This design comes from an exercise in tuning for small area, a short achievable clock period and few clock cycles per item on the open sky130 flow, not from production work. At most, simulation tests tie the RTL to the original design; equivalence was not proved. No functional check of the RTL was part of run 2. The clock port is modelled as an ideal driver; clocking choices that lean on that would not hold on a real chip. No activity file was given, so power comes from the tool's default toggle rates.

==> design.v <==
module main(
    input clk, rst, start,
    input [3:0] ip,
    output reg [59:0] ans,
    output reg finish
    );
    function automatic ge4(input [3:0] x, input [3:0] y);
        reg r;
        integer j;
        begin
            r = 1'b1;
            for (j = 0; j < 4; j = j + 1)
                r = (x[j] ^ y[j]) ? x[j] : r;
            ge4 = r;
        end
    endfunction
    function automatic gek(input [6:0] x, input [6:0] k);
        reg r;
        integer j;
        begin
            r = 1'b1;
            for (j = 0; j < 7; j = j + 1)
                r = k[j] ? (x[j] & r) : (x[j] | r);
            gek = r;
        end
    endfunction
    reg [3:0]  d;       
    localparam [6:0] B = 7'd26;
    reg [6:0]  cnt;     
    reg        busy;    
    reg [47:0] s;       
    reg [11:0] v;       
    wire [11:0] keep, frz;
    genvar i;
    generate
        for (i = 0; i < 12; i = i + 1) begin : pos
            assign frz[i]  = gek(cnt, B + 90 + i);
            assign keep[i] = frz[i] | (v[i] & ge4(s[4*i+:4], d));
        end
    endgenerate
    wire [11:0] vn = {keep[10:0], 1'b1};
    wire [11:0] wr = vn & ~keep;
    wire rot  = busy & gek(cnt, B + 86);
    wire addx = gek(cnt, B + 89);
    wire [11:0] sel;
    generate
        for (i = 0; i < 12; i = i + 1) begin : sl
            assign sel[i] = cnt == B + 89 + i;
        end
    endgenerate
    reg  [3:0] ss;
    reg        sv;
    integer k;
    always @(*) begin
        ss = 4'd0;
        sv = 1'b0;
        for (k = 0; k < 12; k = k + 1) begin
            ss = ss | (s[4*k+:4] & {4{sel[k]}});
            sv = sv | (v[k] & sel[k]);
        end
    end
    wire [3:0] x = (sv & ge4(ss, d)) ? ss : (d & {4{addx}});
    wire [3:0] a = ans[59:56];
    wire [4:0] sd;
    wire [4:0] c;
    assign c[0] = 1'b0;
    genvar j;
    generate
        for (j = 0; j < 4; j = j + 1) begin : rc
            assign sd[j] = a[j] ^ x[j] ^ c[j];
            assign c[j+1] = (a[j] & x[j]) | (c[j] & (a[j] ^ x[j]));
        end
    endgenerate
    assign sd[4] = c[4];
    wire [3:0] h = sd[4:1];
    wire cout = h[3] | (h[2] & (h[1] | h[0]));
    wire [3:0] lo = {h[3] ? (h[0] ? 3'b100 : 3'b011) :
                     cout ? {1'b0, h[1] & h[0], h[1] & ~h[0]} : h[2:0], sd[0]};
    wire [13:0] en;
    assign en[0] = 1'b1;
    generate
        for (i = 0; i < 13; i = i + 1) begin : ch
            assign en[i+1] = en[i] & ans[4*i+3] & ans[4*i];
        end
    endgenerate
    wire [13:0] inc = {14{cout}} & en & {frz[10:0], 3'b111};
    wire [59:0] turned;
    assign turned[3:0] = lo;
    generate
        for (i = 1; i < 15; i = i + 1) begin : tn
            wire [3:0] q = ans[4*(i-1)+:4];
            wire t = inc[i-1];
            wire t0 = t & q[0];
            assign turned[4*i]   = q[0] ^ t;
            assign turned[4*i+1] = q[1] ^ (t0 & ~q[3]);
            assign turned[4*i+2] = q[2] ^ (t0 & q[1]);
            assign turned[4*i+3] = q[3] ^ (t0 & (q[3] | (q[2] & q[1])));
        end
    endgenerate
    always @(posedge clk) begin
        d <= ip;
        if (rst) ans <= 60'd0;
        else if (rot) ans <= turned;
        finish <= rst | (finish ? !start : (cnt == B + 7'd100));
        busy <= !rst & (busy ? (cnt != B + 7'd100) : (finish & start));
        cnt <= busy ? cnt + 7'd1 : B;
        v <= (cnt == B) ? 12'd0 : vn;
        for (k = 0; k < 12; k = k + 1)
            if (wr[k]) s[4*k+:4] <= d;
    end
endmodule
==> flow/run.sh <==
#!/bin/bash
# The standard layout (standard.sh) with these changes:
# - plain buf_1 cells as the port buffers;
# - buffers that Yosys/ABC put in the netlist are removed at floorplan
#   (repair_design adds back what slew and load need);
# - clock tree made by flow/mcts.tcl instead of TritonCTS: the clock port
#   drives one clkbuf_16, which drives one buffer per group of nearby
#   flip-flops;
# - the flip-flops that drive the outputs one size up (flow/upsize_out.tcl);
# - the timing repair after global routing aimed at its worst path, past
#   the 25 ns constraint (the constraint itself is unchanged).
# Each step's full log is in orfs/logs/; standard.sh's own output goes to
# standard_cts.log and standard.log here.
set -euo pipefail
export BUFFER_PORTS_ARGS="-buffer_cell sky130_fd_sc_hd__buf_1"
export REMOVE_ABC_BUFFERS=1
export MCTS_GROUPS=6
export MCTS_LEAF=sky130_fd_sc_hd__clkbuf_16
export PRE_CTS_TCL="$PWD/flow/mcts.tcl"
export PRE_RESIZE_TCL="$PWD/flow/upsize_out.tcl"
bash standard.sh cts > standard_cts.log 2>&1
export SETUP_SLACK_MARGIN=19.1
export TNS_END_PERCENT=0
bash standard.sh > standard.log 2>&1
==> flow/mcts.tcl <==
# Hand-made clock tree: the clock port drives one clkbuf_16, which drives
# one buffer per group of nearby flip-flops (groups from k-means on the
# flip-flops' placed locations).
proc mcts_build { ngroups leafbuf } {
  set block [ord::get_db_block]
  set clknet [$block findNet clk]
  set sinks {}
  foreach it [$clknet getITerms] {
    if {[[$it getMTerm] getName] == "CLK"} { lappend sinks $it }
  }
  set pts {}
  foreach it $sinks {
    set inst [$it getInst]
    set b [$inst getBBox]
    lappend pts [list [expr {([$b xMin] + [$b xMax]) / 2}] [expr {([$b yMin] + [$b yMax]) / 2}]]
  }
  set n [llength $pts]
  # k-means, seeded with points spread along the sorted order
  set order [lsort -integer -index 0 [lmap p $pts {lindex $p 0}]]
  set cent {}
  set sorted [lsort -real -index 0 $pts]
  for {set g 0} {$g < $ngroups} {incr g} {
    lappend cent [lindex $sorted [expr {int(($g + 0.5) * $n / $ngroups)}]]
  }
  for {set iter 0} {$iter < 30} {incr iter} {
    set asg {}
    foreach p $pts {
      set best 0; set bd 1e30
      for {set g 0} {$g < $ngroups} {incr g} {
        set c [lindex $cent $g]
        set dd [expr {abs([lindex $p 0] - [lindex $c 0]) + abs([lindex $p 1] - [lindex $c 1])}]
        if {$dd < $bd} { set bd $dd; set best $g }
      }
      lappend asg $best
    }
    set newc {}
    for {set g 0} {$g < $ngroups} {incr g} {
      set sx 0; set sy 0; set k 0
      foreach p $pts a $asg { if {$a == $g} { incr sx [lindex $p 0]; incr sy [lindex $p 1]; incr k } }
      if {$k == 0} { lappend newc [lindex $cent $g] } else { lappend newc [list [expr {$sx / $k}] [expr {$sy / $k}]] }
    }
    set cent $newc
  }
  set master16 [[ord::get_db] findMaster sky130_fd_sc_hd__clkbuf_16]
  set master8 [[ord::get_db] findMaster $leafbuf]
  set rootnet [odb::dbNet_create $block clknet_root]
  $rootnet setSigType CLOCK
  set root [odb::dbInst_create $block $master16 clkbuf_root]
  set rx 0; set ry 0
  foreach c $cent { incr rx [lindex $c 0]; incr ry [lindex $c 1] }
  $root setLocation [expr {$rx / $ngroups}] [expr {$ry / $ngroups}]
  $root setPlacementStatus PLACED
  [$root findITerm A] connect $clknet
  [$root findITerm X] connect $rootnet
  for {set g 0} {$g < $ngroups} {incr g} {
    set net [odb::dbNet_create $block clknet_leaf_$g]
    $net setSigType CLOCK
    set buf [odb::dbInst_create $block $master8 clkbuf_leaf_$g]
    set c [lindex $cent $g]
    $buf setLocation [lindex $c 0] [lindex $c 1]
    $buf setPlacementStatus PLACED
    [$buf findITerm A] connect $rootnet
    [$buf findITerm X] connect $net
    foreach it $sinks a $asg {
      if {$a == $g} { $it disconnect; $it connect $net }
    }
  }
  puts "mcts: $n sinks in $ngroups groups"
}

# Run as the PRE_CTS hook: build the tree, then have TritonCTS leave its
# nets alone (the clock port's net now has a single sink and is skipped).
mcts_build $::env(MCTS_GROUPS) $::env(MCTS_LEAF)
set mcts_nets {clknet_root}
for {set g 0} {$g < $::env(MCTS_GROUPS)} {incr g} { lappend mcts_nets clknet_leaf_$g }
set_cts_config -skip_nets $mcts_nets
==> flow/upsize_out.tcl <==
# Hook run before the resize step: the flip-flops that drive output ports
# through their port buffers get a stronger drive (same function, same cell
# type, larger size), to speed up the paths to the outputs.
set n 0
foreach p [get_ports *] {
  if {[get_property $p direction] != "output"} { continue }
  set net [get_nets [get_name $p]]
  foreach pin [get_pins -of_objects $net -filter "direction==output"] {
    set buf [get_cells -of_objects $pin]
    foreach in [get_pins -of_objects $buf -filter "direction==input"] {
      set n2 [get_nets -of_objects $in]
      foreach dp [get_pins -of_objects $n2 -filter "direction==output"] {
        set ff [get_cells -of_objects $dp]
        if {[get_property $ff ref_name] == "sky130_fd_sc_hd__dfxtp_1"} {
          replace_cell $ff sky130_fd_sc_hd__dfxtp_2
          incr n
        }
      }
    }
  }
}
puts "upsize_out: $n output flip-flops upsized"
==> standard.sh <==
#!/bin/bash
# synth_recipe.tcl (not shown) runs the flow's synth.tcl, then flattens the netlist and writes it again
# the make line also repeats each setting of config.mk as NAME=value (left out here)
make -C /OpenROAD-flow-scripts/flow DESIGN_CONFIG=/design/flow/config.mk WORK_HOME=/design/flow/orfs CLKGATE_MAP_FILE= SYNTH_SCRIPT=/design/flow/synth_recipe.tcl "${@:-finish}"
==> config.mk <==
export PLATFORM = sky130hd
export DESIGN_NAME = main
export DESIGN_NICKNAME = main
export VERILOG_FILES = /design/flow/design.v
export SDC_FILE = /design/flow/constraint.sdc
export NUM_CORES = 4
export LEC_CHECK = 0
export ABC_AREA = 1
export CAP_MARGIN = 20
export CORE_MARGIN = 2
export CORE_UTILIZATION = 40
export CTS_BUF_LIST = sky130_fd_sc_hd__clkbuf_8
export CTS_CLUSTER_DIAMETER = 100
export CTS_CLUSTER_SIZE = 30
export SLEW_MARGIN = 20
==> constraint.sdc <==
create_clock -name core_clock -period 25.0 [get_ports {clk}]
set_input_delay 5.0000 -clock core_clock [delete_from_list [all_inputs] [get_ports {clk}]]
set_output_delay 5.0000 -clock core_clock [all_outputs]
set_load 0.01 [all_outputs]
==> summary.md, run 1 <==
| Metric | Value |
|---|---|
| Status | `finished clean` |
| Core ar. | `about 16000 um^2` |
| First-pass GRT wire length | `25900 um` |
| Max Cap Violations | `0` |
| Critical path data required time | `around 20000 ps` |
| CP Cell Sequence | `buf_1` |
| Routed wl met3 | `671 um` |
| Drt via density | `5.14` |
| Die Y | `133 um` |
| Seq pwr share | `0.633` |
| Setup violators final | `0` |
| Worst-path fanout max | `6` |
| Register Area | `3230 um^2` |
| Initial core utilization | `0.406` |
| Critical Path Sink Type | `output port` |
| # rows | `47` |
| Tot GR Track Use | `0.177` |
| Crit-path max cell delay | `390 ps` |
| Final Net Count | `892` |
| RePlAce Congestion | `0.868` |
| Total gr overflow | `0` |
| Post-synth EDFFs | `48` |
| Leak | `0.00291 uW` |
| Vias | `between 5000 and 6000` |
| Area of the multi-input gates | `approximately 3200 um^2` |
| Area leader, netlist | `dfxtp_1` |
| Tightest Hold Check Type | `flip-flop to flip-flop` |
| Ports | `68` |
| Layout cell share with drive strength beyond 1 | `0.144` |
| Final max-slew violation count | `0` |
| Clk network pwr share | `0.320` |
| Synthesis-stage register bit count | `133` |
| Seq/Total Area, Yosys | `0.472` |
| Pwr Density | `49.1 nW/um^2` |
| Internal | `about 280 uW` |
| Avg WL per Cell | `15.3 um` |
| P_sw | `81.6 uW` |
| Tmin final | `5910 ps` |
| FF-to-FF setup slack | `19640 ps` |
| Worst slew margin | `0.340` |
| Startpoint Class | `flip-flop` |
| Setup TNS | `0 ps` |
| Antenna diode count | `0` |
| Top cells by area, synth | `dfxtp_1, edfxtp_1, nand2_1` |
| Setup Buffers After CTS | `0` |
| Least-Margin Pin Slew | `988 ps` |
| Vias in the first global route | `5092` |
| Buf+Inv Stages, Crit Path | `1` |
| IO buf count | `between 60 and 70` |
| Yosys warns | `1` |
| Clk_skew | `31.0 ps` |
| CP delay by family, top | `flip-flops` |
| Top layer used by detailed routing | `met4` |
| Largest net degree at the start of global routing | `63` |
| RSZ-0062 raised after global routing | `yes` |
| Post-DP HPWL | `11500 um` |
| Worst EP arrival | `approximately 910 ps` |
| Yosys top cell area share | `0.255` |
| Gate power share | `0.046` |
| # hold bufs at CTS | `0` |
| DRT Pass-1 Iters | `7` |
| CP max-delay cell | `dfxtp_4` |
| Synth unique cells | `42` |
| Worst setup margin | `19090 ps` |
| # DRC | `0` |
| Final Hold Fails | `0` |
| Synthesized area | `6660 um^2` |
| Asr flop ratio synth | `0` |
| WL final | `16500 um` |
| First-iteration detailed-routing DRC count | `340` |
| Die area | `17700 um^2` |
| Die width | `133 um` |
| Reg clk slew, reported paths | `~100 ps` |
| Initial antenna violation count | `0` |
| Synth Instances | `between 800 and 900` |
| M1 wire length | `7850 um` |
| WL met2 | `7770 um` |
| DP Worst Slack | `18680 ps` |
| Worst skew pair latency | `370 ps` |
| Max Clock Freq | `0.169 GHz` |
| Antenna violation net count after detailed routing | `0` |
| Final worst path period share | `0.236` |
| Setup Crit Path Kind | `flip-flop to output port` |
| Switch share | `0.224` |
| Top_reg_cell synth | `dfxtp_1` |
| Avg Inst Size Synth | `8.22 um^2` |
| Fill cells | `roughly 1700` |
| Area Growth Syn to Fin | `11.1%` |
| Worst IR drop on VDD | `0.0296 mV` |
[layer usage]
metal | vias to the layer above | track usage
met4 | 0 | 0.0287
met3 | 15 | 0.0134
met5 | - | 0
met2 | 99 | 0.298
li1 | 2846 | -
met1 | 2589 | 0.253
[placed cells by master, fill, tap and decap left out, types with 24 or more instances in the layout]
master / netlist / final
nor2_1: 138 / 138
o21ai_0: 39 / 39
nand2_1: 140 / 140
edfxtp_1: 48 / 48
nand3_1: 34 / 34
a211oi_1: 26 / 26
buf_1: 2 / 61
dfxtp_2: 0 / 57
inv_1: 52 / 51
dfxtp_1: 85 / 24
a21oi_1: 66 / 66
[registers in the layout, indices dropped and copies added, names as in the netlist]
name	count
s	48
busy	1
ans	60
v	12
cnt	7
finish	1
d	4
[through the flow]
stage,hold WS (ps),total power [uW],utilization,instance area (um^2),instances
finish,499,364,0.451,7400,1079
detailed placement,464,252,0.437,7160,1070
floorplan,433,245,-,6530,780
global placement,458,252,0.432,7090,1070
global route,533,377,0.451,7400,1079
CTS,484,341,0.447,7340,1077
[logic make-up after synthesis]
kind of cell,count (synthesis),synth area share
AOI/OAI and AO/OA,163,0.140
xor gates and xnor gates,16,0.0210
adders and majority gates,34,0.0635
buffers and inverters,90,0.0537
DFF,133,0.472
and+or+nand+nor,374,0.250
[synthesized netlist by cell type (2+ instances only)]
cell and instances:
buf_2 5, nor4_1 4, nand3_2 8, nand2_4 2
a211oi_1 26, inv_2 5, o21ai_1 4, o22ai_1 12
a221oi_1 2, edfxtp_1 48, inv_1 52, nor2_1 138
nor2_4 8, o21ai_0 39, nor2_2 10, a21oi_1 66
xnor2_1 2, nor3_1 16, xor2_1 14, dfxtp_1 85
maj3_1 10, nand2_2 3, nand2_1 140, buf_1 2
and3_1 3, fa_1 3, clkbuf_1 21, a31oi_1 10
clkinv_1 2, nand3_1 34, ha_1 21, nand4_1 5
[worst paths after layout]
| path | startpoint | to | cells past startpoint |
|---|---|---|---|
| setup / recovery | ans[3]$_SDFFE_PP0P_ | ans[3] | 1 |
| hold / removal | cnt[0]$_SDFF_PN0_ | cnt[0]$_SDFF_PN0_ | 1 |
| setup reg to reg | d[3]$_DFF_P_ | ans[49]$_SDFFE_PP0P_ | 21 |
| hold reg to reg | cnt[0]$_SDFF_PN0_ | cnt[0]$_SDFF_PN0_ | 1 |
[power groups by stage]
| stage | registers [uW] | clock network, uW | logic [uW] |
|---|---|---|---|
| 2_1_floorplan | 234 | 0 | 10.7 |
| 3_3_place_gp | 236 | 0 | 16.2 |
| 3_5_place_dp | 236 | 0 | 16.4 |
| 4_1_cts | 236 | 88.4 | 16.5 |
| 5_1_grt | 231 | 127 | 18.8 |
| 6_report | 230 | 116 | 16.9 |
[cell type report]
type                    count  share of cell area
multi-input cells         587               0.431
well taps                 220              0.0372
inverters                  60              0.0321
plain buffers               7              0.0237
flip-flops and latches    133               0.436
repair inverters            2             0.00169
repair buffers             70              0.0385
[repair_timing]
item                                    4_1_cts  5_1_grt
endpoints found under the setup margin        0      111
resized for setup                             0       19
hold endpoints to repair                      0        0
Testbench counts, summed over its fixed seeds: cycles 19,584, lines 192.
==> run 2: changes to the inputs <==
--- a/design.v
+++ b/design.v
@@ -29,3 +29,3 @@
     reg [6:0]  cnt;     
-    reg        busy;    
+    wire       busy = !finish;    
     reg [47:0] s;       
@@ -104,3 +104,2 @@
         finish <= rst | (finish ? !start : (cnt == B + 7'd100));
-        busy <= !rst & (busy ? (cnt != B + 7'd100) : (finish & start));
         cnt <= busy ? cnt + 7'd1 : B;
==> run 2 against run 1 <==
Die area is 0.40% lower. Via count is 1.8% higher. Critical path type unchanged. Largest cell class unchanged. Sequential share of layout area is 0.53 points lower. Register-to-register slack worse by 160 ps. Synthesized cell count is 0.37% higher. First-iteration DRC count is 26% higher. Critical path depth stayed put. Still clean on timing, DRC and antenna.
==> summary.md, run 2 <==
| Metric | Value |
|---|---|
| Status | `finished clean` |
| Max Cap Violations | `0 (unchanged)` |
| Die area | `17600 um^2 (-0.40%)` |
| Initial core utilization | `0.404 (-0.00168)` |
| WL final | `17700 um (+6.8%)` |
| Final max-slew violation count | `0 (unchanged)` |
| FF-to-FF setup slack | `19480 ps (-160 ps)` |
| Cell depth of the worst flop-to-flop path | `35 (+67%)` |
| Worst hold slack | `441 ps (-57.8 ps)` |
| Crit-path max cell delay | `390 ps (about the same)` |
| Top_reg_cell synth | `dfxtp_1` |
| # hold bufs at CTS | `0 (unchanged)` |
| M1 wire length | `8160 um (+3.9%)` |
| Commonest cells after routing, fill and taps aside | `nor2_1, nand2_1, a21oi_1` |
| Clk_skew | `38.1 ps (+7.13 ps)` |
| Synth Instances | `813 (+0.37%)` |
| Vias in the first global route | `5283 (+3.8%)` |
| Switch share | `0.229 (+0.00482)` |
| Routed wl met3 | `1070 um (+59%)` |
| Avg Inst Size Synth | `8.16 um^2 (-0.78%)` |
| Ports | `68 (unchanged)` |
| # rows | `47 (unchanged)` |
| Max Clock Freq | `0.168 GHz (-0.78%)` |
| Initial antenna violation count | `0 (unchanged)` |
| Yosys top cell area share | `0.254 (-0.00196)` |
| Crit path from | `ans[53]$_SDFFE_PP0P_` |
| R2R Path End | `ans[53]$_SDFFE_PP0P_` |
| Hold path start | `cnt[0]$_SDFF_PP0_` |
| Drt via density | `5.19 (+0.85%)` |
| Max FFs per register | `60 (unchanged)` |
| RePlAce Congestion | `0.860 (-0.92%)` |
| First-iteration detailed-routing DRC count | `430 (+26%)` |
| RR Startpoint | `cnt[1]$_SDFF_PP1_` |
| Largest net degree at the start of global routing | `63 (unchanged)` |
| Top cells by area, synth | `dfxtp_1, edfxtp_1, nor2_1` |
| P_sw | `84.0 uW (+3.0%)` |
| Setup violators final | `0 (unchanged)` |
| Die Y | `133 um (-0.20%)` |
| Final worst path period share | `0.238 (+0.00185)` |
| Setup Crit Path Kind | `flip-flop to output port` |
| Most common cell after layout, fill and taps aside | `nor2_1` |
| Synthesis-stage register bit count | `132 (-0.75%)` |
| IO buf count | `67 (unchanged)` |
| Area Growth Syn to Fin | `12.2%` |
| Synthesized area | `6630 um^2 (-0.41%)` |
| WL met2 | `8140 um (+4.8%)` |
| Worst slew margin | `0.343 (+0.00309)` |
| Critical Path Sink Type | `output port` |
| Fill cells | `1665 (+0.36%)` |
| Worst IR drop on VDD | `0.0365 mV (+23%)` |
| Buf+Inv Stages, Crit Path | `1 (unchanged)` |
| Pwr Density | `49.3 nW/um^2 (+0.32%)` |
| Least-Margin Pin Slew | `984 ps (-4.62 ps)` |
| Tot GR Track Use | `0.194 (+0.0173)` |
| Seq pwr share | `0.626 (-0.007)` |
| Antenna diode count | `0 (unchanged)` |
| Post-synth EDFFs | `48 (unchanged)` |
| # DRC | `0 (unchanged)` |
| Layout cell share with drive strength beyond 1 | `0.155 (+0.0110)` |
| Avg WL per Cell | `16.2 um (+5.8%)` |
| Worst Hold End | `cnt[0]$_SDFF_PP0_` |
| Startpoint Class | `flip-flop` |
| Post-DP HPWL | `12500 um (+8.7%)` |
| Synth cell count leaders | `nor2_1, nand2_1, dfxtp_1` |
| CP Cell Sequence | `buf_1` |
| Die width | `133 um (-0.20%)` |
| Total gr overflow | `0 (unchanged)` |
| Tot Pwr | `367 uW (+0.85%)` |
| DRT Pass-1 Iters | `9 (+2)` |
| Worst skew pair latency | `380 ps (about the same)` |
| Biggest regs | `ans (60), s (48), v (12)` |
| Setup TNS | `0 ps (unchanged)` |
| Antenna violation net count after detailed routing | `0 (unchanged)` |
| Most common cell in the netlist | `nor2_1` |
| Leak | `0.00292 uW (+0.53%)` |
| Worst-path fanout max | `5 (-1)` |
| Internal | `283 uW (+0.22%)` |
| Reg clk slew, reported paths | `110 ps (about the same)` |
| RSZ-0062 raised after global routing | `yes` |
| Hold path depth | `1 (unchanged)` |
| CP max-delay cell | `dfxtp_2` |
| Area leader, netlist | `dfxtp_1` |
| Asr flop ratio synth | `0 (unchanged)` |
| Final Hold Fails | `0 (unchanged)` |
| Final Net Count | `902 (+1.1%)` |
| Core ar. | `16400 um^2 (unchanged)` |
| Most flops, register | `ans` |
| Clk network pwr share | `0.319 (about the same)` |
| Synth unique cells | `45 (+7.1%)` |
| Top layer used by detailed routing | `met4` |
| Yosys warns | `1 (unchanged)` |
| Worst EP arrival | `950 ps (+40 ps)` |
| Seq/Total Area, Yosys | `0.471 (-0.00106)` |
| Vias | `5648 (+1.8%)` |
| CP delay by family, top | `flip-flops` |
| First-pass GRT wire length | `28000 um (+8.0%)` |
| Critical path data required time | `20000 ps (about the same)` |
| Gate power share | `0.055 (+0.009)` |
| Tmin final | `5950 ps (+46.2 ps)` |
| Tightest Hold Check Type | `flip-flop to flip-flop` |
==> run 2: kinds of logic (layout without fill, tap and decap cells) <==
kind of cell	Yosys count	count (layout)	share of synthesized area
AO/OA/AOI/OAI	167	167	0.146
buffers and inverters	100	156	0.0600
flip-flops	132	132	0.471
adder cells (fa/ha/maj)	32	32	0.0607
XOR/XNOR	15	15	0.0198
AND/OR/NAND/NOR	367	367	0.242
==> run 2: area by class of cell <==
class                           count  area (um^2)  area share
Buffer                              7          175      0.0235
Inverter                           71          273      0.0367
Multi-Input combinational cell    581         3170       0.426
Sequential cell                   132         3210       0.431
Tap cell                          220          275      0.0370
Timing Repair Buffer               77          334      0.0449
Timing Repair inverter              1         7.51     0.00101
==> run 2: power by group through the flow <==
stage	Clock [uW]	Combinational, uW	Sequential (uW)
floorplan	0	11.6	234
global placement	0	18.9	235
detailed placement	0	19.1	235
CTS	88.1	19.1	235
global route	126	22.8	230
finish	117	20.2	230
==> run 2: per-stage QoR <==
step	setup WS [ps]	instance area (um^2)	utilization	instances
finish	19050	7440	0.454	1089
global route	18990	7440	0.454	1089
CTS	18350	7320	0.446	1082
detailed placement	18350	7140	0.435	1075
global placement	18370	7070	0.431	1075
floorplan	19440	6500	-	784
==> run 2: how the worst max path moves through the flow <==
stage / to / slack [ps] / cells past startpoint
finish: ans[53] / 19050 / 1
global route: ans[53]$_SDFFE_PP0P_ / 18990 / 35
CTS: ans[2]$_SDFFE_PP0P_ / 18350 / 4
detailed placement: ans[2]$_SDFFE_PP0P_ / 18350 / 4
global placement: ans[8]$_SDFFE_PP0P_ / 18370 / 4
floorplan: ans[1]$_SDFFE_PP0P_ / 19440 / 3
==> run 2: worst reg2reg max path, delay by kind of cell, from the launching register on <==
kind | cells | cell delay [ps]
AND/OR/NAND/NOR | 23 | 2430
flip-flops | 1 | 340
buffers and inverters | 4 | 430
adder cells (fa/ha/maj) | 6 | 1930
AO/OA/AOI/OAI | 2 | 350
==> run 2: what timing repair did <==
| action | 4_1_cts | 5_1_grt |
|---|---|---|
| setup buffers | 0 | 6 |
| gates resized for setup | 0 | 26 |
| endpoints found under the setup margin | 0 | 97 |
==> run 2: layer usage <==
metal  vias up  global-route usage
met3        18              0.0280
li1       2877                   -
met2       163               0.327
met4         0              0.0317
met5         -                   0
met1      2590               0.269
==> run 3: changes to the inputs <==
--- a/design.v
+++ b/design.v
@@ -29,3 +29,3 @@
     reg [6:0]  cnt;     
-    wire       busy = !finish;    
+    reg        busy;    
     reg [47:0] s;       
@@ -104,2 +104,3 @@
         finish <= rst | (finish ? !start : (cnt == B + 7'd100));
+        busy <= !rst & (busy ? (cnt != B + 7'd100) : (finish & start));
         cnt <= busy ? cnt + 7'd1 : B;
--- a/flow/run.sh
+++ b/flow/run.sh
@@ -8,3 +8,5 @@
 #   flip-flops;
-# - the flip-flops that drive the outputs one size up (flow/upsize_out.tcl);
+# - logic cells that synthesis sized up set back to their smallest size
+#   (flow/downsize.tcl), and the flip-flops that drive the outputs one size
+#   up (flow/upsize_out.tcl);
 # - the timing repair after global routing aimed at its worst path, past
@@ -19,3 +21,3 @@
 export PRE_CTS_TCL="$PWD/flow/mcts.tcl"
-export PRE_RESIZE_TCL="$PWD/flow/upsize_out.tcl"
+export PRE_RESIZE_TCL="$PWD/flow/pre_resize.tcl"
 bash standard.sh cts > standard_cts.log 2>&1
==> flow/downsize.tcl (new file) <==
# Hook run before the resize step: logic cells that synthesis sized up are
# set back to the smallest cell with the same function; the repair steps
# that follow size up again where slew, load or timing need it.
set n 0
set saved 0.0
foreach inst [get_cells *] {
  set ref [get_property $inst ref_name]
  if {![regexp {^(sky130_fd_sc_hd__(\w+?))_(\d+)$} $ref -> stem base drv]} { continue }
  if {[regexp {^(df|edf|sdf|dl|clk|buf|tap|fill|decap|conb|dly)} $base]} { continue }
  set best $ref
  set barea [get_property [get_lib_cells */$ref] area]
  foreach lc [get_lib_cells */${stem}_*] {
    set nm [get_name $lc]
    if {![regexp "^${stem}_\\d+\$" $nm]} { continue }
    if {[get_property $lc is_dont_use]} { continue }
    set a [get_property $lc area]
    if {$a < $barea} { set best $nm; set barea $a }
  }
  if {$best ne $ref} {
    set saved [expr {$saved + [get_property [get_lib_cells */$ref] area] - $barea}]
    replace_cell $inst $best
    incr n
  }
}
puts "downsize: $n cells, [format %.1f $saved] um2"
==> flow/pre_resize.tcl (new file) <==
source [file dirname [info script]]/downsize.tcl
source [file dirname [info script]]/upsize_out.tcl
==> run 3 against run 2 <==
The flow now stops in 3_4_place_resized. Area after synthesis rose by 0.42%. Synthesized cell count fell by 0.37%.
==> summary.md, run 3 <==
| Metric | Value |
|---|---|
| Status | `did not finish` |
| Halt Stage | `3_4_place_resized` |
| First Err | `Error: resize.tcl, 5 liberty_cell objects do not have a is_dont_use property.` |
| # rows | `47 (unchanged)` |
| Synth Instances | `810 (-0.37%)` |
| Yosys warns | `1 (unchanged)` |
| Synth cell count leaders | `nand2_1, nor2_1, dfxtp_1` |
| Initial core utilization | `0.406 (+0.00168)` |
| Seq/Total Area, Yosys | `0.472 (+0.00106)` |
| Synthesis-stage register bit count | `133 (+0.76%)` |
| RePlAce Congestion | `0.868 (+0.93%)` |
| Top cells by area, synth | `dfxtp_1, edfxtp_1, nand2_1` |
| Synthesized area | `6660 um^2 (+0.42%)` |
| Die Y | `133 um (+0.20%)` |
| Synth unique cells | `42 (-6.7%)` |
| Avg Inst Size Synth | `8.22 um^2 (+0.79%)` |
| Most common cell in the netlist | `nand2_1` |
| IO buf count | `67 (unchanged)` |
| Asr flop ratio synth | `0 (unchanged)` |
| Area leader, netlist | `dfxtp_1` |
| Die width | `133 um (+0.20%)` |
| Top_reg_cell synth | `dfxtp_1` |
| Ports | `68 (unchanged)` |
| Yosys top cell area share | `0.255 (+0.00196)` |
| Post-synth EDFFs | `48 (unchanged)` |
[run 3: how the worst min path moves through the flow]
stage / end / slack [ps]
global placement: cnt[0]$_SDFF_PN0_ / 460
floorplan: cnt[0]$_SDFF_PN0_ / 430
[run 3: per-stage QoR]
step | hold WS [ps] | cells | instance area (um^2) | setup slack (ps) | power, uW
floorplan | 433 | 780 | 6530 | 19440 | 245
global placement | 458 | 1070 | 7090 | 18710 | 252
[run 3: power groups by stage]
stage,Clock [uW],Combinational (uW),Sequential [uW]
2_1_floorplan,0,10.7,234
3_3_place_gp,0,16.2,236
[run 3: kinds of logic after synthesis]
family                   synth area share
flip-flops                          0.472
XOR/XNOR                           0.0210
buffers and inverters              0.0537
adder cells (fa/ha/maj)            0.0635
AND/OR/NAND/NOR                     0.250
AO/OA/AOI/OAI                       0.140
Testbench counts of run 3, summed over its fixed seeds: cycles 19,584, lines 192.
==> run 4: changes to the inputs <==
--- a/flow/downsize.tcl
+++ b/flow/downsize.tcl
@@ -14,3 +14,2 @@
     if {![regexp "^${stem}_\\d+\$" $nm]} { continue }
-    if {[get_property $lc is_dont_use]} { continue }
     set a [get_property $lc area]
--- a/config.mk
+++ b/config.mk
@@ -7,3 +7,2 @@
 export LEC_CHECK = 0
-export ABC_AREA = 1
 export CAP_MARGIN = 20
==> run 4 against run 3 <==
The run now finishes clean. Synthesized cell count down 13%. Area after synthesis up 1.2%.
==> summary.md, run 4 <==
| Metric | Value |
|---|---|
| Fin util | `0.467` |
| CP delay by family, top | `adder cells` |
| Worst skew pair latency | `380 ps` |
| Layout cell share with drive strength beyond 1 | `0.178` |
| Cell depth of the worst flop-to-flop path | `26` |
| # rows | `47 (unchanged)` |
| Pwr Density | `roughly 48 nW/um^2` |
| Antenna diode count | `0` |
| Final Instance Area | `7720 um^2` |
| Synthesized area | `6740 um^2 (+1.2%)` |
| Final Net Count | `roughly 800` |
| Most flops, register | `ans` |
| Synth cell count leaders | `dfxtp_1, nand2_1, nor2_1` |
| First-pass GRT wire length | `27400 um` |
| Critical Path Stages | `26` |
| Area leader, netlist | `dfxtp_1` |
| Worst slew margin | `0.402` |
| Synth unique cells | `59 (+40%)` |
| Tightest Hold Check Type | `flip-flop to flip-flop` |
| Avg WL per Cell | `17.9 um` |
| Post-DP HPWL | `12300 um` |
| Leak | `0.00264 uW` |
| # DRC | `0` |
| Asr flop ratio synth | `0 (unchanged)` |
| Max Cap Violations | `0` |
| Most common cell in the netlist | `dfxtp_1` |
| Critical Path Sink Type | `flip-flop` |
| Buf+Inv Stages, Crit Path | `1` |
| Die area | `17900 um^2` |
| RePlAce Congestion | `0.947 (+9.1%)` |
| RSZ-0062 raised after global routing | `yes` |
| DRT Pass-1 Iters | `5` |
| Clk_skew | `23.3 ps` |
| Status | `finished clean` |
| Avg Inst Size Synth | `9.52 um^2 (+16%)` |
| Largest net degree at the start of global routing | `slightly above 90` |
| Crit-path max cell delay | `600 ps` |
| Final max-slew violation count | `0` |
| Max Clock Freq | `0.165 GHz` |
| First-iteration detailed-routing DRC count | `390` |
| Startpoint Class | `flip-flop` |
| Setup Crit Path Kind | `flip-flop to flip-flop` |
| Worst IR drop on VDD | `around 0.032 mV` |
| Final Hold Fails | `0` |
| Vias | `5437` |
| Worst EP arrival | `6300 ps` |
| Hold path depth | `2` |
| Tot GR Track Use | `0.187` |
| Top cells by area, synth | `dfxtp_1, edfxtp_1, nand2_1` |
| Worst-path fanout max | `8` |
| Die Y | `134 um (+0.57%)` |
| Seq/Total Area, Yosys | `0.466 (-0.00552)` |
| Area Growth Syn to Fin | `14.6%` |
| Yosys warns | `1 (unchanged)` |
| Core ar. | `16500 um^2` |
| Setup TNS | `0 ps` |
| Top_reg_cell synth | `dfxtp_1` |
| Drt via density | `5.51` |
| Final worst path period share | `0.243` |
| Synth Instances | `708 (-13%)` |
| Setup violators final | `0` |
| Initial antenna violation count | `0` |
| DP Worst Slack | `~17000 ps` |
| Placed Area | `7140 um^2` |
| Total gr overflow | `0` |
| Tmin final | `6070 ps` |
| Die width | `134 um (+0.57%)` |
| Antenna violation net count after detailed routing | `0` |
| Worst setup margin | `18930 ps` |
| Cell mode on critical path | `fa_2` |
| Synthesis-stage register bit count | `133 (unchanged)` |
| Reg clk slew, reported paths | `90 ps` |
| Critical path data required time | `25220 ps` |
| FF-to-FF setup slack | `18930 ps` |
| Ports | `68 (unchanged)` |
| Vias in the first global route | `5027` |
| Post-synth EDFFs | `48 (unchanged)` |
| Biggest regs | `ans (60), s (48), v (12)` |
| CP max-delay cell | `fa_2` |
| Most common cell after layout, fill and taps aside | `nand2_1` |
| Yosys top cell area share | `0.253 (-0.00299)` |
| Tot Pwr | `371 uW` |
| Least-Margin Pin Slew | `898 ps` |
| Initial core utilization | `0.408 (+0.00188)` |
| IO buf count | `67 (unchanged)` |
| Max FFs per register | `60` |
| Commonest cells after routing, fill and taps aside | `nand2_1, buf_1, nor2_1` |
| WL final | `~18000 um` |
## run 4: path summary, 6_finish.rpt
kind                                     startpoint              endpoint
worst max-delay path              cnt[1]$_SDFF_PN1_  ans[53]$_SDFFE_PP0P_
worst min-delay path            ans[4]$_SDFFE_PP0P_   ans[4]$_SDFFE_PP0P_
worst min register to register  ans[4]$_SDFFE_PP0P_   ans[4]$_SDFFE_PP0P_
worst max register to register    cnt[1]$_SDFF_PN1_  ans[53]$_SDFFE_PP0P_
## run 4: logic make-up after synthesis
logic type               count (synthesis)  synth area share
AND/OR/NAND/NOR                        264             0.189
multiplexers                             8            0.0121
flip-flops                             133             0.466
XOR/XNOR                                32            0.0416
adder cells (fa/ha/maj)                 49            0.0850
buffers and inverters                   64            0.0420
AO/OA/AOI/OAI                          158             0.164
## run 4: worst reg2reg max path, delay by kind of cell, from the launching register on
kind / cells / cell delay (ps)
fa+ha+maj: 6 / 1960
simple gates: 10 / 1750
compound gates: 7 / 1410
flops: 1 / 410
buf+inv: 1 / 180
xor+xnor: 1 / 130
mux: 1 / 90
## run 4: what timing repair did
action	CTS	global route
setup endpoints to repair	0	113
hold buffers	0	0
gates resized for setup	0	63
endpoints found under the hold margin	0	0
buffers inserted	0	17
## run 4: cell type report
type / count / area (um^2)
fill: 1569 / 8800
multi-input combinational: 511 / 3520
sequential: 133 / 3230
timing repair buffer: 90 / 423
tap: 220 / 275
buffer: 7 / 175
inverter: 25 / 97.6
## run 4: metrics by stage
stage / hold slack (ps) / std cells
after floorplan: 445 / 669
after global placement: 473 / 962
after detailed placement: 467 / 962
after CTS: 465 / 969
after global routing: 498 / 986
final: 476 / 986
## run 4: routing by layer
metal  vias up  GRT usage  share of wire
met5         -          0              0
met4         0     0.0426          0.028
met3        32     0.0166          0.054
met2       156      0.309           0.46
met1      2590      0.267           0.46
li1       2659          -              -
## run 4: where the power goes
| part | total (uW) | switching [uW] | internal (uW) |
|---|---|---|---|
| clock | 117 | 66.7 | 50.5 |
| combinational | 23.6 | 15.3 | 8.32 |
| sequential | 231 | 3.85 | 227 |
| total | 371 | 85.8 | 286 |
==> run 5: changes to the inputs <==
--- a/config.mk
+++ b/config.mk
@@ -7,5 +7,6 @@
 export LEC_CHECK = 0
+export ABC_AREA = 1
 export CAP_MARGIN = 20
 export CORE_MARGIN = 2
-export CORE_UTILIZATION = 40
+export CORE_UTILIZATION = 30
 export CTS_BUF_LIST = sky130_fd_sc_hd__clkbuf_8
==> run 5 against run 4 <==
Total power decreased by 2.4%. First-iteration DRC count down 0.77%. Maximum frequency grew 2.8%. Synthesized cell count rose by 14%. Critical path depth shrank 25. Register-to-register slack improved by 610 ps. Clock skew is 25 ps higher. Clock power about the same. Largest cell class is now registers. Sequential share of layout area rose by 1.7 points. Critical path type is now flip-flop to output port. Critical endpoint is now ans[17]. Utilization is 12 points lower. Still clean on timing, DRC and antenna. Worst hold slack better by 4.9 ps. Global-route usage decreased by 4.3 points.
==> summary.md, run 5 <==
| Metric | Value |
|---|---|
| Status | `finished clean` |
| FF-to-FF setup slack | `19540 ps (+610 ps)` |
| Yosys warns | `1 (unchanged)` |
| Vias in the first global route | `5369 (+6.8%)` |
| Most common cell in the netlist | `nand2_1` |
| Die Y | `153 um (+14%)` |
| Critical Path Stages | `1 (-96%)` |
| Setup TNS | `0 ps (unchanged)` |
| Area leader, netlist | `dfxtp_1` |
| Avg WL per Cell | `15.5 um (-13%)` |
| RR Startpoint | `cnt[0]$_SDFF_PN0_` |
| Fill cells | `2311 (+47%)` |
| Die area | `23400 um^2 (+31%)` |
| # rows | `54 (+15%)` |
| Least-Margin Pin Slew | `949 ps (+51.9 ps)` |
| R2R Path End | `ans[49]$_SDFFE_PP0P_` |
| Tmin final | `5910 ps (-164 ps)` |
| Reg clk slew, reported paths | `120 ps (+30 ps)` |
| Drt via density | `5.00 (-9.4%)` |
| Top_reg_cell synth | `dfxtp_1` |
| Final Net Count | `901 (+13%)` |
| Initial antenna violation count | `0 (unchanged)` |
| Max Clock Freq | `0.169 GHz (+2.8%)` |
| Total gr overflow | `0 (unchanged)` |
| DRT Pass-1 Iters | `4 (-1)` |
| Max Cap Violations | `0 (unchanged)` |
| Antenna diode count | `0 (unchanged)` |
| Synth unique cells | `42 (-29%)` |
| First-iteration detailed-routing DRC count | `387 (-0.77%)` |
| Critical path data required time | `20000 ps (-5220 ps)` |
| Synth Instances | `810 (+14%)` |
| Largest net degree at the start of global routing | `63 (-31%)` |
| Worst-path fanout max | `4 (-4)` |
| Synthesis-stage register bit count | `133 (unchanged)` |
| Max FFs per register | `60 (unchanged)` |
| Post-DP HPWL | `12800 um (+3.8%)` |
| Area Growth Syn to Fin | `12.4%` |
| Final max-slew violation count | `0 (unchanged)` |
| Post-synth EDFFs | `48 (unchanged)` |
| Buf+Inv Stages, Crit Path | `1 (unchanged)` |
| Tightest Hold Check Type | `flip-flop to flip-flop` |
| Setup Crit Path Kind | `flip-flop to output port` |
| Worst EP arrival | `910 ps (-5390 ps)` |
| CP delay by family, top | `flip-flops` |
| Startpoint Class | `flip-flop` |
| Hold path depth | `1 (-1)` |
| Yosys top cell area share | `0.255 (+0.00299)` |
| Top cells by area, synth | `dfxtp_1, edfxtp_1, nand2_1` |
| Synthesized area | `6660 um^2 (-1.2%)` |
| Synth cell count leaders | `nand2_1, nor2_1, dfxtp_1` |
| Leak | `0.00301 uW (+14%)` |
| Layout cell share with drive strength beyond 1 | `0.159 (-0.0186)` |
| Worst slew margin | `0.366 (-0.0355)` |
| Worst IR drop on VDD | `0.0375 mV (+19%)` |
| Critical Path Sink Type | `output port` |
| Vias | `5736 (+5.5%)` |
| Core ar. | `21800 um^2 (+32%)` |
| Final Hold Fails | `0 (unchanged)` |
| Antenna violation net count after detailed routing | `0 (unchanged)` |
| CP Cell Sequence | `buf_1` |
| Most flops, register | `ans` |
| Cell depth of the worst flop-to-flop path | `31 (+19%)` |
| # DRC | `0 (unchanged)` |
| RePlAce Congestion | `0.832 (-12%)` |
| Clk_skew | `48.6 ps (+25.3 ps)` |
| WL final | `17800 um (+1.2%)` |
| First-pass GRT wire length | `28300 um (+3.1%)` |
| Ports | `68 (unchanged)` |
| Fin util | `0.343 (-0.124)` |
| Initial core utilization | `0.305 (-0.103)` |
| Asr flop ratio synth | `0 (unchanged)` |
| Commonest cells after routing, fill and taps aside | `nor2_1, nand2_1, a21oi_1` |
| Pwr Density | `48.4 nW/um^2 (+0.70%)` |
| Area of the multi-input gates | `3070 um^2 (-13%)` |
| Hold path start | `cnt[0]$_SDFF_PN0_` |
| CP max-delay cell | `dfxtp_2` |
| Biggest regs | `ans (60), s (48), v (12)` |
| Worst Hold End | `cnt[0]$_SDFF_PN0_` |
| Tot GR Track Use | `0.144 (-0.0431)` |
| Avg Inst Size Synth | `8.22 um^2 (-14%)` |
| Register Area | `3260 um^2 (+0.77%)` |
| Setup violators final | `0 (unchanged)` |
| Worst skew pair latency | `380 ps (about the same)` |
| RSZ-0062 raised after global routing | `yes` |
| Final worst path period share | `0.236 (-0.00656)` |
| Die width | `153 um (+14%)` |
| Crit-path max cell delay | `370 ps (-230 ps)` |
| Seq/Total Area, Yosys | `0.472 (+0.00552)` |
| IO buf count | `67 (unchanged)` |
==> run 5: cell count changes in the layout (fill, tap and decap cells not counted), sizes merged, moves of 15 or more <==
cell    previous run  this run
nand2             82       145
a21oi             39        66
nor2              68       156
nand3             15        42
inv               24        57
and2              16         0
nor2b             33         0
o21ai             22        43
xnor2             17         2
clkbuf             9        37
maj3              25        10
buf               88        49
==> run 5: report_power, final <==
| part | internal, uW | switching [uW] |
|---|---|---|
| combinational | 4.86 | 11.8 |
| sequential | 225 | 3.31 |
| clock | 50.5 | 66.8 |
==> run 5: layer usage <==
| layer | track usage | share of wire | vias up | wire [um] |
|---|---|---|---|---|
| li1 | - | - | 2864 | - |
| met1 | 0.190 | 0.47 | 2772 | 8300 |
| met2 | 0.253 | 0.48 | 79 | 8590 |
| met3 | 0.0179 | 0.035 | 21 | 617 |
| met4 | 0.0287 | 0.019 | 0 | 335 |
| met5 | 0 | 0 | - | 0 |
==> run 5: worst max path at each step <==
stage / end / slack (ps) / startpoint
floorplan: ans[1]$_SDFFE_PP0P_ / 19440 / rst
global placement: ans[8]$_SDFFE_PP0P_ / 18340 / rst
CTS: ans[8]$_SDFFE_PP0P_ / 18330 / rst
finish: ans[17] / 19090 / ans[17]$_SDFFE_PP0P_
global route: ans[29]$_SDFFE_PP0P_ / 19050 / cnt[0]$_SDFF_PN0_
detailed placement: ans[57]$_SDFFE_PP0P_ / 18320 / rst
==> run 5: repair_timing <==
action / 4_1_cts / 5_1_grt
setup endpoints to repair: 0 / 118
hold buffers: 0 / 0
setup buffers: 0 / 9
gates resized for setup: 0 / 77
==> run 5: layout make-up <==
cell class	count	share of cell area
plain buffers	7	0.0234
flip-flops and latches	133	0.435
repair inverters	2	0.00167
well taps	280	0.0468
multi-input cells	587	0.409
repair buffers	79	0.0518
inverters	60	0.0317
==> run 5: cell families after synthesis <==
logic type	count (synthesis)	synth area share
buffers and inverters	90	0.0537
flip-flops	133	0.472
adder cells (fa/ha/maj)	34	0.0635
AO/OA/AOI/OAI	163	0.140
XOR/XNOR	16	0.0210
AND/OR/NAND/NOR	374	0.250
==> run 5: per-stage QoR <==
stage	std cells	instance area (um^2)	hold WS, ps	setup slack [ps]	total power (uW)
detailed placement	1130	7080	461	18320	251
finish	1148	7490	481	19090	363
global route	1148	7490	508	19050	375
floorplan	780	6530	433	19440	245
global placement	1130	7160	458	18340	252
CTS	1137	7250	461	18330	340
==> run 6: changes to the inputs <==
--- a/config.mk
+++ b/config.mk
@@ -10,3 +10,3 @@
 export CORE_MARGIN = 2
-export CORE_UTILIZATION = 30
+export CORE_UTILIZATION = 55
 export CTS_BUF_LIST = sky130_fd_sc_hd__clkbuf_8
==> run 6 against run 5 <==
Worst setup slack about the same. Clock skew down 21 ps. Sequential cell count unchanged. Area after synthesis unchanged. Clock power barely moved. Total power about the same. Routed wire length down 5.9%. Critical path depth is the same. Utilization rose by 26 points. Via count shrank 0.24%. Global-route usage is 11 points higher. Synthesized cell count unchanged. Highest routed layer unchanged.
==> summary.md, run 6 <==
| Metric | Value |
|---|---|
| Pwr Density | `50.5 nW/um^2 (+4.2%)` |
| Crit-path max cell delay | `390 ps (+20 ps)` |
| Hold path start | `cnt[0]$_SDFF_PN0_` |
| Cell Count Post-Placement | `996 (-12%)` |
| First-pass GRT wire length | `26400 um (-6.8%)` |
| Drt via density | `5.68 (+14%)` |
| Setup Crit Path Kind | `flip-flop to output port` |
| # hold bufs at CTS | `0 (unchanged)` |
| Total gr overflow | `0 (unchanged)` |
| # DRC | `0 (unchanged)` |
| Die width | `114 um (-25%)` |
| Max FFs per register | `60 (unchanged)` |
| Synthesized area | `6660 um^2 (unchanged)` |
| Crit path from | `ans[0]$_SDFFE_PP0P_` |
| Buf+Inv Stages, Crit Path | `1 (unchanged)` |
| Asr flop ratio synth | `0 (unchanged)` |
| Final max-slew violation count | `0 (unchanged)` |
| Initial core utilization | `0.559 (+0.254)` |
| WL final | `16800 um (-5.9%)` |
| Vias in the first global route | `5428 (+1.1%)` |
| Worst IR drop on VDD | `0.0393 mV (+4.8%)` |
| Area Growth Syn to Fin | `7.87%` |
| Worst skew pair latency | `360 ps (-20 ps)` |
| Largest net degree at the start of global routing | `63 (unchanged)` |
| DRT Pass-1 Iters | `5 (+1)` |
| Synth cell count leaders | `nand2_1, nor2_1, dfxtp_1` |
| CP Cell Sequence | `buf_1` |
| Top cells by area, synth | `dfxtp_1, edfxtp_1, nand2_1` |
| RSZ-0062 raised after global routing | `yes` |
| Fill cells | `1155 (-50%)` |
| Avg Inst Size Synth | `8.22 um^2 (unchanged)` |
| Fin util | `0.603 (+0.260)` |
| Antenna violation net count after detailed routing | `0 (unchanged)` |
| Critical Path Sink Type | `output port` |
| Avg WL per Cell | `16.7 um (+7.2%)` |
| Tot GR Track Use | `0.250 (+0.106)` |
| RePlAce Congestion | `0.899 (+8.1%)` |
| Worst EP arrival | `910 ps (about the same)` |
| First-iteration detailed-routing DRC count | `441 (+14%)` |
| Ports | `68 (unchanged)` |
| Layout cell share with drive strength beyond 1 | `0.120 (-0.0392)` |
| # rows | `40 (-26%)` |
| Core ar. | `11900 um^2 (-45%)` |
| Final Hold Fails | `0 (unchanged)` |
| Final Net Count | `893 (-0.89%)` |
| Final worst path period share | `0.236 (about the same)` |
| Setup TNS | `0 ps (unchanged)` |
| Fin cells | `1007 (-12%)` |
| Startpoint Class | `flip-flop` |
| Least-Margin Pin Slew | `942 ps (-7.69 ps)` |
| Yosys warns | `1 (unchanged)` |
| Worst-path fanout max | `5 (+1)` |
| Post-DP HPWL | `11800 um (-7.8%)` |
| Most common cell after layout, fill and taps aside | `nor2_1` |
| Seq/Total Area, Yosys | `0.472 (unchanged)` |
| Reg clk slew, reported paths | `80 ps (-40 ps)` |
| Biggest regs | `ans (60), s (48), v (12)` |
| Critical path data required time | `20000 ps (about the same)` |
| Synth unique cells | `42 (unchanged)` |
| Die Y | `114 um (-25%)` |
| Commonest cells after routing, fill and taps aside | `nor2_1, nand2_1, a21oi_1` |
| Leak | `0.00288 uW (-4.2%)` |
| Antenna diode count | `0 (unchanged)` |
| IO buf count | `67 (unchanged)` |
| Vias | `5722 (-0.24%)` |
| RR Startpoint | `d[3]$_DFF_P_` |
| Clk_skew | `27.7 ps (-21.0 ps)` |
| Yosys top cell area share | `0.255 (unchanged)` |
| Post-synth EDFFs | `48 (unchanged)` |
| Setup violators final | `0 (unchanged)` |
| Tightest Hold Check Type | `flip-flop to flip-flop` |
| Initial antenna violation count | `0 (unchanged)` |
| Status | `finished clean` |
| Top_reg_cell synth | `dfxtp_1` |
| Synth Instances | `810 (unchanged)` |
| Area leader, netlist | `dfxtp_1` |
| Max Cap Violations | `0 (unchanged)` |
| Die area | `13000 um^2 (-44%)` |
| Most common cell in the netlist | `nand2_1` |
| CP max-delay cell | `dfxtp_2` |
| Tmin final | `5910 ps (+0.300 ps)` |
| Synthesis-stage register bit count | `133 (unchanged)` |
| Most flops, register | `ans` |
| Worst slew margin | `0.371 (+0.00513)` |
| Max Clock Freq | `0.169 GHz (about the same)` |
| CP delay by family, top | `flip-flops` |
==> run 6: cell counts after synthesis <==
No cell type changed its count.
==> run 6: per-layer routing <==
layer  routed length (um)  GRT usage
met5                    0          0
met2                 8230      0.454
met3                  820     0.0244
met4                  329     0.0585
met1                 7410      0.321
==> run 6: final cells by class <==
class                           count  area [um^2]  share of cell area
Buffer                              7          175              0.0244
Inverter                           60          235              0.0327
Multi-Input combinational cell    587         3060               0.425
Sequential cell                   133         3220               0.448
Tap cell                          147          184              0.0256
Timing Repair Buffer               71          299              0.0416
Timing Repair inverter              2         12.5             0.00174
==> run 6: repair_timing <==
action                     4_1_cts  5_1_grt
buffers inserted                 0        2
resized for setup                0       30
setup endpoints to repair        0      120
==> run 6: logic make-up (layout without fill, tap and decap cells) <==
logic type	Yosys count	in the layout	share of synthesized area
and+or+nand+nor	374	374	0.250
AOI/OAI and AO/OA	163	163	0.140
DFF	133	133	0.472
buffers and inverters	90	140	0.0537
adders and majority gates	34	34	0.0635
xor gates and xnor gates	16	16	0.0210
==> run 6: per-stage QoR <==
| stage | hold WS (ps) | worst slack, ps | cell area, um^2 | total power [uW] |
|---|---|---|---|---|
| final | 487 | 19090 | 7180 | 363 |
| after global routing | 526 | 19040 | 7180 | 373 |
| after CTS | 473 | 18360 | 7080 | 340 |
| after detailed placement | 473 | 18330 | 6910 | 251 |
| after global placement | 449 | 18410 | 6980 | 251 |
| after floorplan | 433 | 19440 | 6530 | 245 |
==> run 6: path summary, 6_finish.rpt <==
| check | endpoint | slack [ps] | depth (start not counted) |
|---|---|---|---|
| worst max-delay path | ans[0] | 19090 | 1 |
| worst min-delay path | cnt[0]$_SDFF_PN0_ | 490 | 1 |
| worst max register to register | ans[29]$_SDFFE_PP0P_ | 19510 | 21 |
| worst min register to register | cnt[0]$_SDFF_PN0_ | 490 | 1 |
==> run 6: power breakdown <==
| part | internal [uW] | switching (uW) |
|---|---|---|
| sequential | 227 | 3.62 |
| combinational | 4.87 | 11.5 |
| clock | 50.5 | 65.3 |
| total | 282 | 80.4 |
==> run 7: changes to the inputs <==
--- a/config.mk
+++ b/config.mk
@@ -10,3 +10,3 @@
 export CORE_MARGIN = 2
-export CORE_UTILIZATION = 55
+export CORE_UTILIZATION = 75
 export CTS_BUF_LIST = sky130_fd_sc_hd__clkbuf_8
==> run 7 against run 6 <==
Routed wire length is 0.32% lower. Total power hardly changed. Utilization is 21 points higher. First-iteration DRC count is 40% higher. Combinational power hardly changed. Largest cell class unchanged. Highest routed layer unchanged. Maximum frequency is 0.27% lower. Largest power group unchanged. Synthesized cell count stayed put. Worst setup slack worse by 16 ps.
==> summary.md, run 7 <==
| Metric | Value |
|---|---|
| Tmin final | `5930 ps (+16.3 ps)` |
| Worst-path fanout max | `3 (-2)` |
| Post-DP HPWL | `11500 um (-2.2%)` |
| Status | `finished clean` |
| Synth Instances | `810 (unchanged)` |
| Yosys top cell area share | `0.255 (unchanged)` |
| Largest net degree at the start of global routing | `63 (unchanged)` |
| Area leader, netlist | `dfxtp_1` |
| Worst slew margin | `0.360 (-0.0109)` |
| Most common cell in the netlist | `nand2_1` |
| Tightest Hold Check Type | `flip-flop to flip-flop` |
| Final Hold Fails | `0 (unchanged)` |
| Fin util | `0.817 (+0.214)` |
| Biggest regs | `ans (60), s (48), v (12)` |
| Pwr Density | `51.2 nW/um^2 (+1.4%)` |
| Setup Crit Path Kind | `flip-flop to output port` |
| Final Net Count | `890 (-0.34%)` |
| DRT Pass-1 Iters | `5 (unchanged)` |
| Total gr overflow | `0 (unchanged)` |
| Least-Margin Pin Slew | `958 ps (+16.3 ps)` |
| Initial core utilization | `0.767 (+0.208)` |
| Synthesis-stage register bit count | `133 (unchanged)` |
| Most flops, register | `ans` |
| Layout cell share with drive strength beyond 1 | `0.106 (-0.0136)` |
| Setup TNS | `0 ps (unchanged)` |
| Cell Count Post-Placement | `957 (-3.9%)` |
| CP Cell Sequence | `buf_1` |
| Tot GR Track Use | `0.331 (+0.0813)` |
| Vias in the first global route | `5689 (+4.8%)` |
| Worst hold slack | `483 ps (-4.53 ps)` |
| Die Y | `98.2 um (-14%)` |
| Initial antenna violation count | `0 (unchanged)` |
| Crit path from | `ans[57]$_SDFFE_PP0P_` |
| Setup violators final | `0 (unchanged)` |
| Commonest cells after routing, fill and taps aside | `nor2_1, nand2_1, a21oi_1, buf_1, dfxtp_2` |
| RR Startpoint | `cnt[5]$_SDFF_PN0_` |
| Yosys warns | `1 (unchanged)` |
| Most common cell after layout, fill and taps aside | `nor2_1` |
| Avg WL per Cell | `17.3 um (+4.0%)` |
| # rows | `34 (-15%)` |
| Clk_skew | `22.4 ps (-5.29 ps)` |
| Leak | `0.00285 uW (-1.4%)` |
| Antenna violation net count after detailed routing | `0 (unchanged)` |
| Core ar. | `8680 um^2 (-27%)` |
| Top_reg_cell synth | `dfxtp_1` |
| Crit-path max cell delay | `370 ps (-20 ps)` |
| Hold path start | `cnt[0]$_SDFF_PN0_` |
| Startpoint Class | `flip-flop` |
| Worst EP arrival | `930 ps (+20 ps)` |
| First-pass GRT wire length | `26600 um (+0.86%)` |
| Post-synth EDFFs | `48 (unchanged)` |
| Die width | `98.2 um (-14%)` |
| Die area | `9650 um^2 (-26%)` |
| CP delay by family, top | `flip-flops` |
| Antenna diode count | `0 (unchanged)` |
| RSZ-0062 raised after global routing | `yes` |
| Synth unique cells | `42 (unchanged)` |
| Max FFs per register | `60 (unchanged)` |
| Fill cells | `572 (-50%)` |
| Final worst path period share | `0.237 (+0.000652)` |
| Vias | `6002 (+4.9%)` |
| Max Clock Freq | `0.169 GHz (-0.27%)` |
| First-iteration detailed-routing DRC count | `616 (+40%)` |
| Worst skew pair latency | `360 ps (about the same)` |
| Reg clk slew, reported paths | `100 ps (+20 ps)` |
| Critical path data required time | `20000 ps (about the same)` |
| Final max-slew violation count | `0 (unchanged)` |
| Synth cell count leaders | `nand2_1, nor2_1, dfxtp_1` |
| Avg Inst Size Synth | `8.22 um^2 (unchanged)` |
| Fin cells | `965 (-4.2%)` |
| Synthesized area | `6660 um^2 (unchanged)` |
| WL final | `16700 um (-0.32%)` |
| CP max-delay cell | `dfxtp_2` |
| Top cells by area, synth | `dfxtp_1, edfxtp_1, nand2_1` |
| Critical Path Sink Type | `output port` |
| Max Cap Violations | `0 (unchanged)` |
| Seq/Total Area, Yosys | `0.472 (unchanged)` |
| IO buf count | `67 (unchanged)` |
| Buf+Inv Stages, Crit Path | `1 (unchanged)` |
| Area Growth Syn to Fin | `6.42%` |
| Worst setup margin | `19070 ps (-16.3 ps)` |
| Ports | `68 (unchanged)` |
| Worst IR drop on VDD | `0.0463 mV (+18%)` |
| DP Worst Slack | `18350 ps (+20.8 ps)` |
| # DRC | `0 (unchanged)` |
| Asr flop ratio synth | `0 (unchanged)` |
| RePlAce Congestion | `0.926 (+3.0%)` |
| Drt via density | `6.22 (+9.5%)` |
[run 7: cell counts after synthesis]
No cell type changed its count.
[run 7: layout make-up]
| cell class | count | area (um^2) | area share |
|---|---|---|---|
| tap | 108 | 135 | 0.0191 |
| sequential | 133 | 3220 | 0.454 |
| multi-input combinational | 587 | 3050 | 0.430 |
| timing repair inverter | 1 | 7.51 | 0.00106 |
| buffer | 7 | 175 | 0.0247 |
| timing repair buffer | 69 | 270 | 0.0381 |
| inverter | 60 | 231 | 0.0327 |
[run 7: kinds of logic after synthesis]
kind of cell | count (synthesis) | synth area share
AO/OA/AOI/OAI | 163 | 0.140
flip-flops | 133 | 0.472
AND/OR/NAND/NOR | 374 | 0.250
adder cells (fa/ha/maj) | 34 | 0.0635
XOR/XNOR | 16 | 0.0210
buffers and inverters | 90 | 0.0537
[run 7: power by group]
| group | leakage [uW] | internal, uW | switching, uW |
|---|---|---|---|
| logic | 0.00160 | 4.83 | 11.7 |
| registers | 0.00116 | 227 | 3.59 |
| clock network | 0.0000863 | 50.5 | 65.1 |
| total | 0.00285 | 282 | 80.4 |
[run 7: worst paths after layout]
path	endpoint	slack, ps	depth (start not counted)
max	ans[57]	19070	1
min	cnt[0]$_SDFF_PN0_	480	1
max reg2reg	ans[29]$_SDFFE_PP0P_	19320	29
min reg2reg	cnt[0]$_SDFF_PN0_	480	1
[run 7: what timing repair did]
item | in CTS | in global routing
hold buffers | 0 | 0
resized for setup | 0 | 17
setup endpoints to repair | 0 | 90
setup buffers | 0 | 0
[run 7: stage by stage]
stage	total power, uW	instance area [um^2]
6_report	363	7090
5_1_grt	370	7090
2_1_floorplan	245	6530
4_1_cts	339	7030
3_5_place_dp	251	6850
3_3_place_gp	251	6930
[run 7: routing by layer]
| layer | track usage | up-vias | share of wire |
|---|---|---|---|
| met1 | 0.417 | 2814 | 0.40 |
| met2 | 0.595 | 290 | 0.49 |
| li1 | - | 2843 | - |
| met5 | 0 | - | 0 |
| met4 | 0.100 | 0 | 0.032 |
| met3 | 0.0451 | 55 | 0.078 |
==> run 8: changes to the inputs <==
--- a/config.mk
+++ b/config.mk
@@ -10,3 +10,3 @@
 export CORE_MARGIN = 2
-export CORE_UTILIZATION = 75
+export CORE_UTILIZATION = 40
 export CTS_BUF_LIST = sky130_fd_sc_hd__clkbuf_8
==> run 8 against run 7 <==
Via count fell by 8.5%. Cell count rose by 12%. Global-route usage fell by 15 points. Cell area rose by 3.4%. Sequential cell count did not move. Routed wire length fell by 2.6%. Die area rose by 83%. Worst hold slack improved by 12 ps. Worst setup slack improved by 23 ps. Combinational power fell by 4%. Critical path depth did not move. Critical path type unchanged. Largest cell class unchanged.
==> summary.md, run 8 <==
| Metric | Value |
|---|---|
| FF-to-FF setup slack | `19590 ps (+270 ps)` |
| Core ar. | `16400 um^2 (+89%)` |
| Synth Instances | `810 (unchanged)` |
| Most common cell after layout, fill and taps aside | `nor2_1` |
| Yosys top cell area share | `0.255 (unchanged)` |
| # DRC | `0 (unchanged)` |
| Vias | `5490 (-8.5%)` |
| Vias in the first global route | `5014 (-12%)` |
| Clk network pwr share | `0.321 (+0.002)` |
| Critical Path Stages | `1 (unchanged)` |
| Worst-path fanout max | `6 (+3)` |
| Setup Crit Path Kind | `flip-flop to output port` |
| Post-DP HPWL | `11500 um (-0.20%)` |
| Largest family of logic cells by synthesized area | `simple AND/OR/NAND/NOR gates` |
| R2R Path End | `ans[49]$_SDFFE_PP0P_` |
| Top cells by area, synth | `dfxtp_1, edfxtp_1, nand2_1` |
| Cell depth of the worst flop-to-flop path | `23 (-21%)` |
| Asr flop ratio synth | `0 (unchanged)` |
| M1 wire length | `7810 um (+17%)` |
| Top layer used by detailed routing | `met4` |
| Die area | `17700 um^2 (+83%)` |
| Post-synth EDFFs | `48 (unchanged)` |
| Cell Count Post-Placement | `1070 (+12%)` |
| CP Cell Sequence | `buf_1` |
| Synth unique cells | `42 (unchanged)` |
| CP delay by family, top | `flip-flops` |
| Biggest regs | `ans (60), s (48), v (12)` |
| Crit path to | `ans[3]` |
| Seq pwr share | `0.635 (about the same)` |
| Startpoint Class | `flip-flop` |
| Final worst path period share | `0.236 (-0.000920)` |
| Drt via density | `5.09 (-18%)` |
| RSZ-0062 raised after global routing | `yes` |
| Area Growth Syn to Fin | `10.0%` |
| Tot GR Track Use | `0.177 (-0.154)` |
| Reg clk slew, reported paths | `100 ps (about the same)` |
| DRT Pass-1 Iters | `5 (unchanged)` |
| Internal | `282 uW (-0.19%)` |
| Worst IR drop on VDD | `0.0297 mV (-36%)` |
| Leak | `0.00296 uW (+3.9%)` |
| WL met2 | `7710 um (-6.3%)` |
| Crit path from | `ans[3]$_SDFFE_PP0P_` |
| Compound-Gate Fraction of Synth Area | `0.140 (unchanged)` |
| Synth cell count leaders | `nand2_1, nor2_1, dfxtp_1` |
| Buf+Inv Stages, Crit Path | `1 (unchanged)` |
| Gate power share | `0.044 (about the same)` |
| Die Y | `133 um (+35%)` |
| Layout cell share with drive strength beyond 1 | `0.147 (+0.0405)` |
| RePlAce Congestion | `0.868 (-6.3%)` |
| Final Hold Fails | `0 (unchanged)` |
| Crit-path max cell delay | `390 ps (+20 ps)` |
| CP max-delay cell | `dfxtp_4` |
| Commonest cells after routing, fill and taps aside | `nor2_1, nand2_1, a21oi_1` |
| Hold path depth | `1 (unchanged)` |
| Max FFs per register | `60 (unchanged)` |
| Clk_skew | `26.6 ps (+4.18 ps)` |
| Fill cells | `1640 (+190%)` |
| Initial core utilization | `0.406 (-0.362)` |
| Total gr overflow | `0 (unchanged)` |
| Mux share of post-synthesis cell area | `0 (unchanged)` |
| Antenna violation net count after detailed routing | `0 (unchanged)` |
| First-pass GRT wire length | `25900 um (-2.4%)` |
| WL final | `16300 um (-2.6%)` |
| Placed Area | `7000 um^2 (+2.2%)` |
| Critical Path Sink Type | `output port` |
| Switch share | `0.223 (+0.000997)` |
| Pwr Density | `49.5 nW/um^2 (-3.3%)` |
| Status | `finished clean` |
| # rows | `47 (+38%)` |
| Setup violators final | `0 (unchanged)` |
| Most common cell in the netlist | `nand2_1` |
| Die width | `133 um (+35%)` |
| Fin cells | `1079 (+12%)` |
| Area leader, netlist | `dfxtp_1` |
| Tmin final | `5900 ps (-23.0 ps)` |
| Initial antenna violation count | `0 (unchanged)` |
| IO buf count | `67 (unchanged)` |
| Worst slew margin | `0.357 (-0.00307)` |
| Ports | `68 (unchanged)` |
| Most flops, register | `ans` |
| Worst skew pair latency | `370 ps (about the same)` |
| Critical path data required time | `20000 ps (about the same)` |
| Area share of fa/ha/maj cells after synthesis | `0.0635 (unchanged)` |
| Largest net degree at the start of global routing | `63 (unchanged)` |
| Synthesized area | `6660 um^2 (unchanged)` |
| Final Instance Area | `7330 um^2 (+3.4%)` |
| Seq/Total Area, Yosys | `0.472 (unchanged)` |
| RR Startpoint | `d[2]$_DFF_P_` |
| Least-Margin Pin Slew | `963 ps (+4.60 ps)` |
| Max Cap Violations | `0 (unchanged)` |
| Final Net Count | `892 (+0.22%)` |
| Simple-Gate Fraction of Synth Area | `0.250 (unchanged)` |
| Worst EP arrival | `900 ps (-30 ps)` |
| Antenna diode count | `0 (unchanged)` |
| Routed wl met3 | `430 um (-67%)` |
| Yosys warns | `1 (unchanged)` |
| Max Clock Freq | `0.169 GHz (+0.39%)` |
| Worst hold slack | `495 ps (+11.7 ps)` |
| P_sw | `80.7 uW (+0.39%)` |
| Avg WL per Cell | `15.1 um (-13%)` |
| Tightest Hold Check Type | `flip-flop to flip-flop` |
| Final max-slew violation count | `0 (unchanged)` |
==> run 8: cell count changes in the layout (fill, tap and decap cells not counted), moves of 3 or more <==
cell,before,now
nor2_4,0,3
clkbuf_2,0,30
dfxtp_2,61,56
buf_1,66,37
dfxtp_4,0,5
nor2_1,149,146
==> run 8: worst min path at each step <==
stage,end,start,slack [ps]
6_report,cnt[0]$_SDFF_PN0_,cnt[0]$_SDFF_PN0_,490
4_1_cts,cnt[0]$_SDFF_PN0_,cnt[0]$_SDFF_PN0_,470
2_1_floorplan,cnt[0]$_SDFF_PN0_,cnt[0]$_SDFF_PN0_,430
3_3_place_gp,cnt[0]$_SDFF_PN0_,cnt[0]$_SDFF_PN0_,460
5_1_grt,cnt[0]$_SDFF_PN0_,cnt[0]$_SDFF_PN0_,520
3_5_place_dp,cnt[0]$_SDFF_PN0_,cnt[0]$_SDFF_PN0_,470
==> run 8: cell type report <==
type | instances | area [um^2] | share of cell area
timing repair buffer | 71 | 323 | 0.0441
sequential | 133 | 3230 | 0.441
multi-input combinational | 587 | 3080 | 0.420
inverter | 60 | 235 | 0.0321
timing repair inverter | 1 | 7.51 | 0.00102
buffer | 7 | 175 | 0.0239
tap | 220 | 275 | 0.0376
==> run 8: what timing repair did <==
action	in CTS	in global routing
setup buffers	0	1
resized for setup	0	59
setup endpoints to repair	0	116
==> run 8: routing by layer <==
layer	GRT usage	up-vias
li1	-	2836
met2	0.293	78
met1	0.257	2554
met3	0.0107	22
met5	0	-
met4	0.0335	0
==> run 8: power groups by stage <==
stage / combinational, uW / sequential [uW] / clock [uW]
after floorplan: 10.7 / 234 / 0
after detailed placement: 15.3 / 236 / 0
after global routing: 17.9 / 231 / 128
final: 15.9 / 230 / 116
after global placement: 16.2 / 236 / 0
after CTS: 15.3 / 236 / 88.4
==> run 8: logic make-up (layout without fill, tap and decap cells) <==
kind of cell | count (synthesis) | after routing
AO/OA/AOI/OAI | 163 | 163
XOR/XNOR | 16 | 16
adder cells (fa/ha/maj) | 34 | 34
buffers and inverters | 90 | 139
flip-flops | 133 | 133
AND/OR/NAND/NOR | 374 | 374
==> run 8: per-stage QoR <==
stage	power [uW]	setup WS [ps]	utilization
after floorplan	245	19440	-
after global placement	252	18710	0.432
after detailed placement	251	18680	0.427
final	362	19100	0.447
after global routing	376	19070	0.447
after CTS	339	18690	0.437
